Background: an optimization exercise with open tools, aiming at small area, a short achievable clock period and few clock cycles. Do not read the settings as production practice.
Function was checked by simulation only, so behaviour that the tests miss may differ from the original.

==> run a <==
// mult1
module mult1(clk, rst, start, ack, multiplicand, multiplier, product, done);
==> flow/config.mk <==
export PLATFORM = sky130hd
export DESIGN_NAME = mult1
export DESIGN_NICKNAME = mult1
export VERILOG_FILES = /design/flow/design.v
export SDC_FILE = /design/flow/constraint.sdc
export NUM_CORES = 4
export LEC_CHECK = 0
export CAP_MARGIN = 20
export CORE_MARGIN = 2
export CORE_UTILIZATION = 65
export SETUP_SLACK_MARGIN = 1.7
export SLEW_MARGIN = 20
export SYNTH_HIERARCHICAL = 1
export SYNTH_MINIMUM_KEEP_SIZE = 0
==> flow/constraint.sdc <==
create_clock -name core_clock -period 5.0 [get_ports {clk}]
set_input_delay 1.0000 -clock core_clock [delete_from_list [all_inputs] [get_ports {clk}]]
set_output_delay 1.0000 -clock core_clock [all_outputs]
set_load 0.01 [all_outputs]
standard.sh (not shown) runs the stock make flow with config.mk's settings and CLKGATE_MAP_FILE= SYNTH_SCRIPT=/design/flow/synth_recipe.tcl, a recipe that flattens the netlist after the stock synthesis.
==> flow/flow/run.sh <==
#!/bin/bash
# The standard layout (standard.sh: the ORFS synthesis and flow), with one change:
# the port buffers that ORFS's buffer_ports inserts are the small sky130_fd_sc_hd__buf_1
# instead of the delay-cell buffer it picks by default. Every port still gets a buffer.
set -euo pipefail
export BUFFER_PORTS_ARGS="-buffer_cell sky130_fd_sc_hd__buf_1"
bash standard.sh finish > standard.log 2>&1
==> run b (differences from run a) <==
==> flow/flow/run.sh (replaced) <==
#!/bin/bash
# The standard layout (standard.sh: the ORFS synthesis and flow), with two changes:
# the port buffers that ORFS's buffer_ports inserts are the small sky130_fd_sc_hd__buf_1
# instead of the delay-cell buffer it picks by default (every port still gets a buffer),
# and clock tree synthesis adds no dummy load cells at the leaves.
set -euo pipefail
export BUFFER_PORTS_ARGS="-buffer_cell sky130_fd_sc_hd__buf_1"
export CTS_ARGS="-sink_clustering_enable -repair_clock_nets -dont_use_dummy_load -buf_list {sky130_fd_sc_hd__clkbuf_4 sky130_fd_sc_hd__clkbuf_8}"
bash standard.sh finish > standard.log 2>&1
SETUP_SLACK_MARGIN = 2.2   (was 1.7)
TNS_END_PERCENT = 50   (was unset)
==> flow_summary.toml <==
[run_status]
status = "no timing/DRC/antenna violations"

[setup_path]
rrSetupSlack_ns = 2.25
The numbers above come from run b.

==> flow_summary.toml <==
[run_status]
status = "no timing/DRC/antenna violations"

[sta]
setup_viol = 0

[logic_synthesis]
synthFlopType = "dfxtp_1"

[setup_path]
rrSetupSlack_ns = 1.82

[min_path]
hold_class = "reg2reg"
The numbers above come from run a.

Testbench counts of run a, summed over its fixed seeds: cycles 3,299.
Testbench counts of run b, summed over its fixed seeds: cycles 3,299.

---

==> build 43 <==
Starting RTL as in the previous note.
==> flow/config.mk <==
export PLATFORM = sky130hd
export DESIGN_NAME = mult1
export DESIGN_NICKNAME = mult1
export VERILOG_FILES = /design/flow/design.v
export SDC_FILE = /design/flow/constraint.sdc
export NUM_CORES = 4
export LEC_CHECK = 0
export CAP_MARGIN = 20
export CORE_MARGIN = 2
export CORE_UTILIZATION = 65
export CTS_BUF_LIST = sky130_fd_sc_hd__clkbuf_4 sky130_fd_sc_hd__clkbuf_8
export SETUP_SLACK_MARGIN = 2.3
export SLEW_MARGIN = 20
export SYNTH_HIERARCHICAL = 1
export SYNTH_MINIMUM_KEEP_SIZE = 0
==> flow/constraint.sdc <==
create_clock -name core_clock -period 5.0 [get_ports {clk}]
set_input_delay 1.0000 -clock core_clock [delete_from_list [all_inputs] [get_ports {clk}]]
set_output_delay 1.0000 -clock core_clock [all_outputs]
set_load 0.01 [all_outputs]
==> flow/flow/run.sh <==
#!/bin/bash
# The standard layout (standard.sh: the ORFS synthesis and flow), with one change:
# the port buffers that ORFS's buffer_ports inserts are the small sky130_fd_sc_hd__buf_1
# instead of the delay-cell buffer it picks by default. Every port still gets a buffer.
set -euo pipefail
export BUFFER_PORTS_ARGS="-buffer_cell sky130_fd_sc_hd__buf_1"
bash standard.sh finish > standard.log 2>&1
==> trial 15 (differences from build 43) <==
SETUP_SLACK_MARGIN = 2.1   (was 2.3)
==> build 23 (differences from build 43) <==
CORE_UTILIZATION = 55   (was 65)
CTS_BUF_LIST = not set   (was sky130_fd_sc_hd__clkbuf_4 sky130_fd_sc_hd__clkbuf_8)
SETUP_SLACK_MARGIN = 2.0   (was 2.3)
==> summary of the runs <==
Fmax: build 23 < trial 15 < build 43. Build 23 produced a clean layout. Trial 15 finished clean. Build 43 completed without violations. Against build 23, the worst setup slack of build 43 is better by 0.13 ns. The lowest non-clock buffer count belongs to trial 15, the highest to build 43. Global-route usage: build 43 > trial 15 > build 23. Of trial 15 and build 23, build 23 has the higher die area (gap about 15%, measured against build 23). Routed wire length, highest first: build 43, build 23, trial 15. Worst hold slack: build 23 > trial 15 > build 43. Sequential cell count is the same in build 43 and build 23.
==> figures <==
metric                                                                                  trial 15        build 23        build 43
Outcome                                                                           finished clean  finished clean  finished clean
Area of all placed cells without fillers                                             13900 sq um     14200 sq um     14400 sq um
Vias after detailed routing                                                                 9791            9622           10000
Worst hold slack                                                                        0.426 ns        0.464 ns        0.424 ns
Post-DP HPWL                                                                             24.4 mm         25.4 mm         24.4 mm
Arrival time worst endpoint                                                              3.04 ns         3.22 ns         3.09 ns
Die X                                                                                145 microns     157 microns     145 microns
Metal3 WL                                                                                3.21 mm         2.41 mm         3.35 mm
Number of DRC markers in iteration 0                                                        1100             703             959
Minimum setup slack in the final design                                                  2.16 ns         2.10 ns         2.23 ns
Post-DP Area                                                                         13300 sq um     13500 sq um     13300 sq um
Clock input transition at the sequential cells of the worst setup and hold paths         0.10 ns         0.08 ns         0.10 ns
Combined flip-flop and latch cell area                                                4170 sq um      4150 sq um      4180 sq um
Die Y-Extent                                                                         145 microns     157 microns     145 microns
Cells on worst reg2reg path                                                                   12               5              12
Testbench counts of build 43, summed over its fixed seeds: cycles 3,299.
Testbench counts of trial 15, summed over its fixed seeds: cycles 3,299.
Testbench counts of build 23, summed over its fixed seeds: cycles 3,299.

---

==> inputs of job 7607 <==
==> flow/design.v <==
`timescale 1 ns / 100 ps
module mult1(clk, rst, start, ack, multiplicand, multiplier, product, done);
	input clk;
	input rst;
	input start;
	input ack;
	input [31:0] multiplicand;
	input [31:0] multiplier;
	output [63:0] product;
	output done;
reg        idle_q;   
reg        iter_q;   
reg        fin_q;    
reg        done_q;   
reg        first_q;  
reg [2:0]  cnt;
reg [31:0] a_q;      
reg [31:0] b_q;      
reg [31:0] s_q;      
reg [31:0] c_q;      
reg [3:0]  sl_q;     
reg [3:0]  cl_q;     
reg        cy_q;     
assign done    = done_q;
assign product = {a_q, b_q};
wire [31:0] sg = s_q & {32{~first_q}};
wire [31:0] cg = c_q & {32{~first_q}};
wire [35:0] p0 = {4'b0, a_q & {32{b_q[0]}}};
wire [35:0] p1 = {3'b0, a_q & {32{b_q[1]}}, 1'b0};
wire [35:0] p2 = {2'b0, a_q & {32{b_q[2]}}, 2'b0};
wire [35:0] p3 = {1'b0, a_q & {32{b_q[3]}}, 3'b0};
wire [35:0] sw = {4'b0, sg};
wire [35:0] cw = {4'b0, cg};
wire [35:0] s1 = sw ^ cw ^ p0;
wire [35:0] c1 = {(sw[34:0] & cw[34:0]) | (sw[34:0] & p0[34:0]) | (cw[34:0] & p0[34:0]), 1'b0};
wire [35:0] s2 = p1 ^ p2 ^ p3;
wire [35:0] c2 = {(p1[34:0] & p2[34:0]) | (p1[34:0] & p3[34:0]) | (p2[34:0] & p3[34:0]), 1'b0};
wire [35:0] s3 = s1 ^ c1 ^ s2;
wire [35:0] c3 = {(s1[34:0] & c1[34:0]) | (s1[34:0] & s2[34:0]) | (c1[34:0] & s2[34:0]), 1'b0};
wire [35:0] st = s3 ^ c3 ^ c2;
wire [35:0] ct = {(s3[34:0] & c3[34:0]) | (s3[34:0] & c2[34:0]) | (c3[34:0] & c2[34:0]), 1'b0};
wire [4:0]  lo  = {1'b0, sl_q} + {1'b0, cl_q} + {4'b0, cy_q};
wire [36:0] sum = {1'b0, s_q, sl_q} + {1'b0, c_q, cl_q} + {36'b0, cy_q};
wire a_nz = |multiplicand;
wire b_nz = |multiplier;
always @(posedge clk or posedge rst)
	if (rst) begin
		idle_q  <= 1'b1;
		iter_q  <= 1'b0;
		fin_q   <= 1'b0;
		done_q  <= 1'b0;
		first_q <= 1'b1;
		cnt     <= 3'd0;
	end else begin
		idle_q  <= (idle_q & ~start) | (done_q & ack);
		iter_q  <= (idle_q & start & a_nz & b_nz) | (iter_q & (cnt != 3'd7));
		fin_q   <= iter_q & (cnt == 3'd7);
		done_q  <= fin_q | (idle_q & start & ~(a_nz & b_nz)) | (done_q & ~ack);
		first_q <= idle_q;
		cnt     <= iter_q ? cnt + 3'd1 : 3'd0;
	end
always @(posedge clk) begin
	s_q  <= st[35:4];
	c_q  <= ct[35:4];
	sl_q <= st[3:0];
	cl_q <= ct[3:0];
	cy_q <= lo[4] & ~first_q;
end
always @(posedge clk)
	if (idle_q) begin
		a_q <= multiplicand & {32{b_nz}};
		b_q <= multiplier & {32{a_nz}};
	end else if (iter_q | fin_q) begin
		b_q <= {lo[3:0], b_q[31:4]};
		if (fin_q)
			a_q <= sum[35:4];
	end
endmodule
==> flow/run.sh <==
#!/bin/bash
# synth_recipe.tcl (not shown) runs the flow's synth.tcl, then flattens the netlist and writes it again
# the make line also repeats each setting of config.mk as NAME=value (left out here)
make -C /OpenROAD-flow-scripts/flow DESIGN_CONFIG=/design/flow/config.mk WORK_HOME=/design/flow/orfs CLKGATE_MAP_FILE= SYNTH_SCRIPT=/design/flow/synth_recipe.tcl finish
==> flow/config.mk <==
export PLATFORM = sky130hd
export DESIGN_NAME = mult1
export DESIGN_NICKNAME = mult1
export VERILOG_FILES = /design/flow/design.v
export SDC_FILE = /design/flow/constraint.sdc
export NUM_CORES = 4
export LEC_CHECK = 0
export CAP_MARGIN = 20
export CORE_MARGIN = 2
export CORE_UTILIZATION = 40
export SETUP_SLACK_MARGIN = 3.5
export SLEW_MARGIN = 20
==> flow/constraint.sdc <==
create_clock -name core_clock -period 5.0 [get_ports {clk}]
set_input_delay 1.0000 -clock core_clock [delete_from_list [all_inputs] [get_ports {clk}]]
set_output_delay 1.0000 -clock core_clock [all_outputs]
set_load 0.01 [all_outputs]
==> job 8907 (differences from job 7607) <==
SETUP_SLACK_MARGIN = 1.5   (was 3.5)
==> comparison table <==
| quantity | job 7607 | job 8907 |
|---|---|---|
| Result of the run | no timing/DRC/antenna violations | no timing/DRC/antenna violations |
| Area growth syn-to-layout | 48.2% | 21.7% |
| Post-Layout Inst Area | 15900 um2 | 13100 um2 |
| Number of non-clock buffers | 299 | 144 |
| Post-Route WL | 33500 um | 26900 um |
| Count of filler cells inserted in the layout | 2210 | 2471 |
| Measured slew at the worst slew-check pin | 0.769 ns | 0.990 ns |
| Critical setup path kind | register to register | register to primary output |
| Timing-limited maximum frequency | 0.372 GHz | 0.309 GHz |
| Worst EP required | 5.38 ns | 4.00 ns |
| Final critical-path share of the clock period | 53.8% | 64.7% |
| Routing usage on met3 | 5.24% | 3.17% |
Testbench counts of job 7607, summed over its fixed seeds: cycles 5,119.
Testbench counts of job 8907, summed over its fixed seeds: cycles 5,119.

## what the ideal ports hide
No port has a modelled driver above. Below, the same layouts with a new extraction and two added sets of constraints.
Step 1: set_driving_cell puts a clkbuf_16 on clk and a buf_2 on each other input, an assumption about the parent block.
Step 2, shift: input delay + t, output delay - t, t = (earliest + latest rising clock arrival at the registers) / 2. This alone moves slack from input paths to output paths.
Slacks: ideal / step 1 / step 2; pairs: ideal / step 1.
| run | shift t [ns] | setup slack, ns | hold WS [ns] | clock arrival spread, ns | worst slew at a driven data input, ns |
|---|---|---|---|---|---|
| run a | 0.470 | 1.821 / 1.821 / 1.821 | 0.457 / 0.447 / 0.457 | 0.013 / 0.013 | 0.04 |
| run b | 0.491 | 2.247 / 2.247 / 1.957 | 0.437 / 0.416 / 0.459 | 0.037 / 0.037 | 0.04 |
| build 43 | 0.505 | 2.230 / 2.230 / 1.996 | 0.424 / 0.404 / 0.461 | 0.016 / 0.016 | 0.04 |
| trial 15 | 0.500 | 2.157 / 2.157 / 2.015 | 0.426 / 0.406 / 0.461 | 0.014 / 0.013 | 0.04 |
| build 23 | 0.488 | 2.098 / 2.098 / 1.738 | 0.464 / 0.441 / 0.464 | 0.017 / 0.017 | 0.05 |
| job 7607 | 0.484 | 2.311 / 2.311 / 2.256 | 0.475 / 0.475 / 0.475 | 0.015 / 0.015 | 0.05 |
| job 8907 | 0.477 | 1.763 / 1.715 / 1.386 | 0.438 / 0.438 / 0.438 | 0.014 / 0.014 | 0.04 |
After both steps every run listed still meets setup and hold. The setup slack of job 8907, which loses most, moves by -0.048 ns with the drivers and by -0.377 ns with both steps.
